This design comes from an exercise in tuning for small area, a short achievable clock period and few clock cycles per item on the open sky130 flow, not from production work.
In this exercise RTL edits were held to simulation tests only and were not proved equivalent to the original.
Power figures rest on the tool's default switching activity, not on a simulated workload.

--- flow/design.v ---
module div#(
  parameter WIDTH = 64
)(
  input                     i_clk         ,
  input                     i_rst_n       ,
  input                     i_flush       ,
  input                     i_divw        ,
  input                     i_start       ,
  output                    o_busy        ,
  output logic              o_end_valid   ,
  input                     i_end_ready   ,
  input                     i_signed      ,
  input  logic [WIDTH-1:0]  i_dividend    ,
  input  logic [WIDTH-1:0]  i_divisor     ,
  output logic [WIDTH-1:0]  o_quotient    ,
  output logic [WIDTH-1:0]  o_remainder
);
  localparam CNT_W = $clog2(WIDTH);
  logic [CNT_W-1:0] cnt;
  wire cntneq0 = |cnt;
  assign o_busy = (cntneq0) | o_end_valid;
  always@(posedge i_clk or negedge i_rst_n)begin
    if(!i_rst_n)begin
      cnt <= {CNT_W{1'b0}};
    end else if(i_flush) begin
      cnt <= {CNT_W{1'b0}};
    end else if(i_start) begin
      cnt <= i_divw ? {1'b0,{(CNT_W-1){1'b1}}} : {CNT_W{1'b1}};  
    end else if(cntneq0) begin  
      cnt <= cnt - 1;
    end
  end
  always@(posedge i_clk or negedge i_rst_n)begin
    if(!i_rst_n)begin
      o_end_valid <= 1'b0;
    end else if(i_flush)begin
      o_end_valid <= 1'b0;
    end else if(cnt == {{(CNT_W-1){1'b0}},1'b1}) begin
      o_end_valid <= 1'b1;
    end else if(i_end_ready) begin
      o_end_valid <= 1'b0;
    end
  end
  wire [WIDTH-1:0] i_dividend_wrapper = i_divw ? {{(WIDTH/2){i_signed & i_dividend[WIDTH/2-1]}}, i_dividend[WIDTH/2-1:0]} : i_dividend;
  wire [WIDTH-1:0] i_divisor_wrapper  = i_divw ? {{(WIDTH/2){i_signed & i_divisor [WIDTH/2-1]}}, i_divisor [WIDTH/2-1:0]} : i_divisor ;
  wire dividend_positive = i_signed ? ~i_dividend_wrapper[WIDTH-1] : 1;
  wire divisor_positive  = i_signed ? ~i_divisor_wrapper [WIDTH-1] : 1;
  wire [WIDTH-1:0] i_dividend_abs = dividend_positive ? i_dividend_wrapper : ~i_dividend_wrapper + 1'b1;
  wire [WIDTH-1:0] i_divisor_abs  = divisor_positive  ? i_divisor_wrapper  : ~i_divisor_wrapper  + 1'b1;
  logic [WIDTH-1  :0] divisor_r;
  logic [2*WIDTH-1:0] dividend , dividend_r , dividend_r_shift ;
  logic [WIDTH-1  :0] quotient , quotient_r ;
  always@(posedge i_clk or negedge i_rst_n)begin
    if(!i_rst_n)begin
      dividend_r  <= {2*WIDTH{1'b0}};
      divisor_r   <= {  WIDTH{1'b0}};
      quotient_r  <= {  WIDTH{1'b0}};
    end else if(i_flush) begin
      dividend_r  <= {2*WIDTH{1'b0}};
      divisor_r   <= {  WIDTH{1'b0}};
      quotient_r  <= {  WIDTH{1'b0}};
    end else if(i_start) begin
      dividend_r  <= {{WIDTH{1'b0}}, i_dividend_abs};
      divisor_r   <= i_divisor_abs;
      quotient_r  <= {WIDTH{1'b0}};
    end else if(cntneq0) begin
      dividend_r  <= dividend ;
      quotient_r  <= quotient ;
    end
  end
  logic [WIDTH-1:0] div_sub, mask;
  logic sub_positive, sub_negative;
  assign dividend_r_shift = {dividend_r >> cnt};
  assign {sub_negative,div_sub} = dividend_r_shift[WIDTH:0] - {1'b0,divisor_r};
  assign sub_positive = ~sub_negative;
  assign mask = ~({WIDTH{1'b1}} << cnt);  
  assign dividend = sub_negative ? dividend_r : {{WIDTH{1'b0}}, {(div_sub<<cnt) | (dividend_r[WIDTH-1:0] & mask)}};
  for(genvar i=0; i<WIDTH; i++)begin
    assign quotient[i]  = (i == cnt) ? sub_positive : quotient_r[i];
  end
  wire divisor_zero = ~|i_divisor_wrapper;
  wire [WIDTH-1:0] quotient_res  = divisor_zero ? {WIDTH{1'b1}} : (~(dividend_positive^divisor_positive) ? quotient : ~quotient + 1'b1);
  wire [WIDTH-1:0] remainder_res = dividend_positive ? dividend[WIDTH-1:0] : ~dividend[WIDTH-1:0] + 1'b1;
  wire [WIDTH-1:0] quotient_w    = i_divw ? {{(WIDTH/2){quotient_res [WIDTH/2-1]}}, quotient_res [WIDTH/2-1:0]} : quotient_res ;
  wire [WIDTH-1:0] remainder_w   = i_divw ? {{(WIDTH/2){remainder_res[WIDTH/2-1]}}, remainder_res[WIDTH/2-1:0]} : remainder_res;
  assign o_quotient  = cntneq0 ? {WIDTH{1'b0}} : quotient_w ;
  assign o_remainder = cntneq0 ? {WIDTH{1'b0}} : remainder_w;
endmodule
--- flow/run.sh ---
#!/bin/bash
# synth_recipe.tcl (not shown) runs the flow's synth.tcl, then flattens the netlist and writes it again
# the make line also repeats each setting of config.mk as NAME=value (left out here)
make -C /OpenROAD-flow-scripts/flow DESIGN_CONFIG=/design/flow/config.mk WORK_HOME=/design/flow/orfs CLKGATE_MAP_FILE= SYNTH_SCRIPT=/design/flow/synth_recipe.tcl finish
--- flow/config.mk ---
export PLATFORM = sky130hd
export DESIGN_NAME = div
export DESIGN_NICKNAME = div
export VERILOG_FILES = /design/flow/design.v
export SDC_FILE = /design/flow/constraint.sdc
export NUM_CORES = 4
export LEC_CHECK = 0
export CAP_MARGIN = 20
export CORE_MARGIN = 2
export CORE_UTILIZATION = 45
export PLACE_DENSITY = 0.6
export SLEW_MARGIN = 20
--- flow/constraint.sdc ---
create_clock -name core_clock -period 20.0 [get_ports {i_clk}]
set_input_delay 4.0000 -clock core_clock [delete_from_list [all_inputs] [get_ports {i_clk}]]
set_output_delay 4.0000 -clock core_clock [all_outputs]
set_load 0.01 [all_outputs]
==> run summary <==
==> registers in the layout, indices dropped and copies added (netlist names) <==
signal / count
quotient_r: 64
dividend_r: 64
o_end_valid: 1
divisor_r: 64
cnt: 6
==> synth_stat cells (30+ instances only) <==
library cell,count
o31ai_1,69
mux2i_1,120
a22oi_1,30
o22ai_1,46
xor2_1,135
a211oi_1,130
mux4_2,36
a31oi_1,81
nor2b_1,32
buf_1,45
nor3_1,167
nand2_1,545
or4_1,30
or3_1,48
dfrtp_1,199
nor2_1,776
nand4_1,77
xnor2_1,112
clkbuf_1,288
ha_1,75
inv_1,106
a21oi_1,487
and3_1,45
a21o_1,48
and4_1,33
o211ai_1,55
and2_1,47
buf_2,54
nand3_1,124
a221oi_1,37
o21ai_0,310
o21a_1,49
nor4_1,53
o21ai_1,48
==> final cells by class <==
class	count	share of cell area [%]
inverters	111	1.096
clock buffers	18	1.126
repair buffers	377	9.188
diodes	7	0.04595
flip-flops and latches	199	13.11
multi-input cells	4392	71.81
well taps	978	3.210
clock inverters	14	0.4136
==> per-stage QoR <==
stage | power [W] | cell area (sq um) | setup slack, ns | util (%)
after floorplan | 0.002390 | 34230 | 5.704 | -
after global placement | 0.003577 | 37480 | 5.504 | 49.60
after detailed placement | 0.003564 | 37490 | 5.388 | 49.61
after CTS | 0.003953 | 38080 | 4.776 | 50.39
after global routing | 0.004269 | 38110 | 3.788 | 50.42
final | 0.004199 | 38120 | 4.106 | 50.44
==> how the worst max path moves through the flow <==
| stage | start | endpoint | slack, ns | cells past startpoint |
|---|---|---|---|---|
| 2_1_floorplan | cnt[0] | o_quotient[42] | 5.70 | 45 |
| 3_3_place_gp | cnt[0] | o_quotient[42] | 5.50 | 27 |
| 3_5_place_dp | cnt[0] | o_quotient[42] | 5.39 | 29 |
| 4_1_cts | cnt[0] | o_quotient[42] | 4.78 | 29 |
| 5_1_grt | cnt[0] | o_quotient[42] | 3.79 | 29 |
| 6_report | cnt[0] | o_remainder[57] | 4.11 | 25 |
==> where the power goes <==
group	switching, W	internal (W)	total [W]
registers	0.0000639	0.000429	0.000493
logic	0.00239	0.000932	0.00333
clock network	0.000212	0.000168	0.000380
total	0.00267	0.00153	0.00420
==> worst max-delay path, cell delays in order (launching register included) <==
cell and delay [ns]:
dfrtp_4 0.93, buf_4 0.74, mux2_2 0.30, mux2i_1 0.09
o21ai_0 0.42, mux2i_1 0.24, nor2_1 0.16, a21oi_1 0.06
o21ai_0 0.96, ha_1 0.54, nand3_1 0.20, and2_1 0.27
a21oi_2 0.62, o21ai_0 0.38, nand3_1 0.16, and4_1 0.55
mux2i_1 0.15, a211oi_1 1.14, o221ai_1 0.60, a21boi_1 0.44
nand4_1 0.24, nor4_1 0.86, a41oi_1 0.25, xor2_1 0.23
a21oi_1 0.19, clkdlybuf4s50_1 0.57
==> per-layer routing <==
metal / part of all wire [%] / global-route usage [%] / up-vias
met5: 0.15 / 1.876 / -
met4: 7.6 / 29.67 / 22
met3: 14 / 17.49 / 825
met2: 40 / 68.94 / 3461
met1: 39 / 63.64 / 21159
li1: - / - / 19066
==> kinds of logic (layout without fill, tap and decap cells) <==
logic type | count (synthesis) | after routing | synth area share [%]
AOI/OAI and AO/OA | 1812 | 1812 | 35.61
other | 0 | 7 | 0
and+or+nand+nor | 2071 | 2071 | 28.04
xor gates and xnor gates | 247 | 247 | 6.319
muxes | 186 | 186 | 6.878
adders and majority gates | 76 | 76 | 2.800
buffers and inverters | 505 | 520 | 5.811
DFF | 199 | 199 | 14.55
==> out/metrics.yaml <==
outcome:
  run_status: "finished clean"
route:
  drt.antenna.violating_nets: 0
  drc: 0
  drtPass1Iterations: 10
  totalWireLength_mm: 199.5
  vias_per_cell: 7.305
  routedWlPerCell_um: 32.73
  vias: 44533
  drtIter0Drc: 7345
layout:
  multi_input_area_sq_um: 27370
  layout.nets: 5309
  syn_to_final_growth_pct: 11.34
  fill_cells: 7812
  final_common_cell: "nor2_1"
  instances_no_fill: 6096
  drive_gt1_share_pct: 6.868
  final_cell_mix: "768 x nor2_1, 542 x nand2_1, 485 x a21oi_1"
  register_area_sq_um: 4997
sta:
  holdWs_ns: 0.5278
  worst_pin_slew_ns: 1.404
  period_needed_ns: 15.89
  timing.setup.tns_ns: 0
  fmax_mhz: 62.92
  rsz0062_at_grt: "no"
  finalHoldViolations: 0
  relSlewSlack_pct: 5.768
  setup-violations-final: 0
  fin_crit_sh_pct: 79.47
  drv_slew: 0
  clock_skew_ns: 0.02592
yosys:
  synth.avg_cell_area_sq_um: 6.718
  netlist_top_cells_area: "dfrtp_1 15%, nor2_1 8.5%, a21oi_1 7.1%"
  synth_cell_types: 120
  synthArstFlopShare_pct: 100.0
  yosysTopAreaCell: "dfrtp_1"
  ys.flop_type: "dfrtp_1"
  syn_area_sq_um: 34230
  yosys_warnings: 1
  syn_nets: 5307
  yosysSeqAreaShare_pct: 14.55
  synth-edff-count: 0
  ys_ff_latch: 199
  synth_top_area_share_pct: 14.55
  synthCells: 5096
worst_setup_path:
  r2r_setup_slack_ns: 10.10
  required_ns: 16.00
  r2r_cells: 22
  path_max_fanout: 52
  cp-start-kind: "flip-flop"
  rr_endpoint: "dividend_r[59]"
  worst-setup-path-type: "flip-flop to output port"
  rr_startpoint: "cnt[0]"
  worst_ep_arrival_time_ns: 11.89
  worstSetupEndpointType: "output port"
global_routing:
  antenna_found_initial: 14
  first_global_vias: 40159
  grt_start_max_net_pins: 117
  grt.total_usage_pct: 49.05
  grt_overflow: 0
  grt_pass1_wl_mm: 283.0
floorplan:
  ios: 265
  core_area_sq_um: 75570
  die_height_um: 279.8
  num_rows: 101
  dieArea_sq_um: 78300
  start_util_pct: 45.30
  die_x_um: 279.8
hold_path:
  worstHoldPathCells: 2
  hold-path-endpoint: "divisor_r[37]"
  worstHoldStart: "divisor_r[37]"
  hold_class: "flip-flop to flip-flop"
placement:
  routabilityCongestion: 1.138
  place_hpwl_mm: 155.0
  io_buffers: 264
  placedCellCount: 6057
job:
  max_cap_viol_count: 0
pwr:
  leakage_nw: 14.58
  vdd_ir_drop_max_mv: 0.06779
  power_density_nw_per_um2: 110.1
clock_tree:
  cts_buffers: 17
  cts_sinks: 199
  cts_hold_buf: 0
  cts_root_buffer: "clkbuf_16"
  path_clk_slew_ns: 0.10
  clock_latency_ns: 0.54
  cts_repair_resize_count: 0
  clock_path_buffers: 2
  cts_tree: "done"
  htreeDepth: 4
  cts_setup_buffers: 0
Testbench counts, summed over its fixed seeds: cycles 44,996, items 900.

-- port drivers added, routing unchanged --
How much do the figures lean on ideal ports? The routed layout below was timed once more, with nothing changed but the port constraints. Step 1: set_driving_cell puts a clkbuf_16 on i_clk and a buf_2 on each other input, an assumption about the parent block. Step 2 moves the port delays by t, midway between the first and last clock arrival at a register: inputs arrive t later, outputs are due t later. That takes back most of the time a late clock gives input paths. a / b / c = ideal ports / drivers / drivers and shift; a / b = the first two.
t, ns: 0.605
slack for setup (ns): 4.106 / 4.028 / 4.633
clock arrival spread, ns: 0.026 / 0.025
worst slew at a driven data input, ns: 0.07
pins driven straight from the clock port: 1
After both steps setup and hold are still met in this run. The setup slack of this run moves by -0.078 ns with the drivers and by +0.527 ns with both steps.
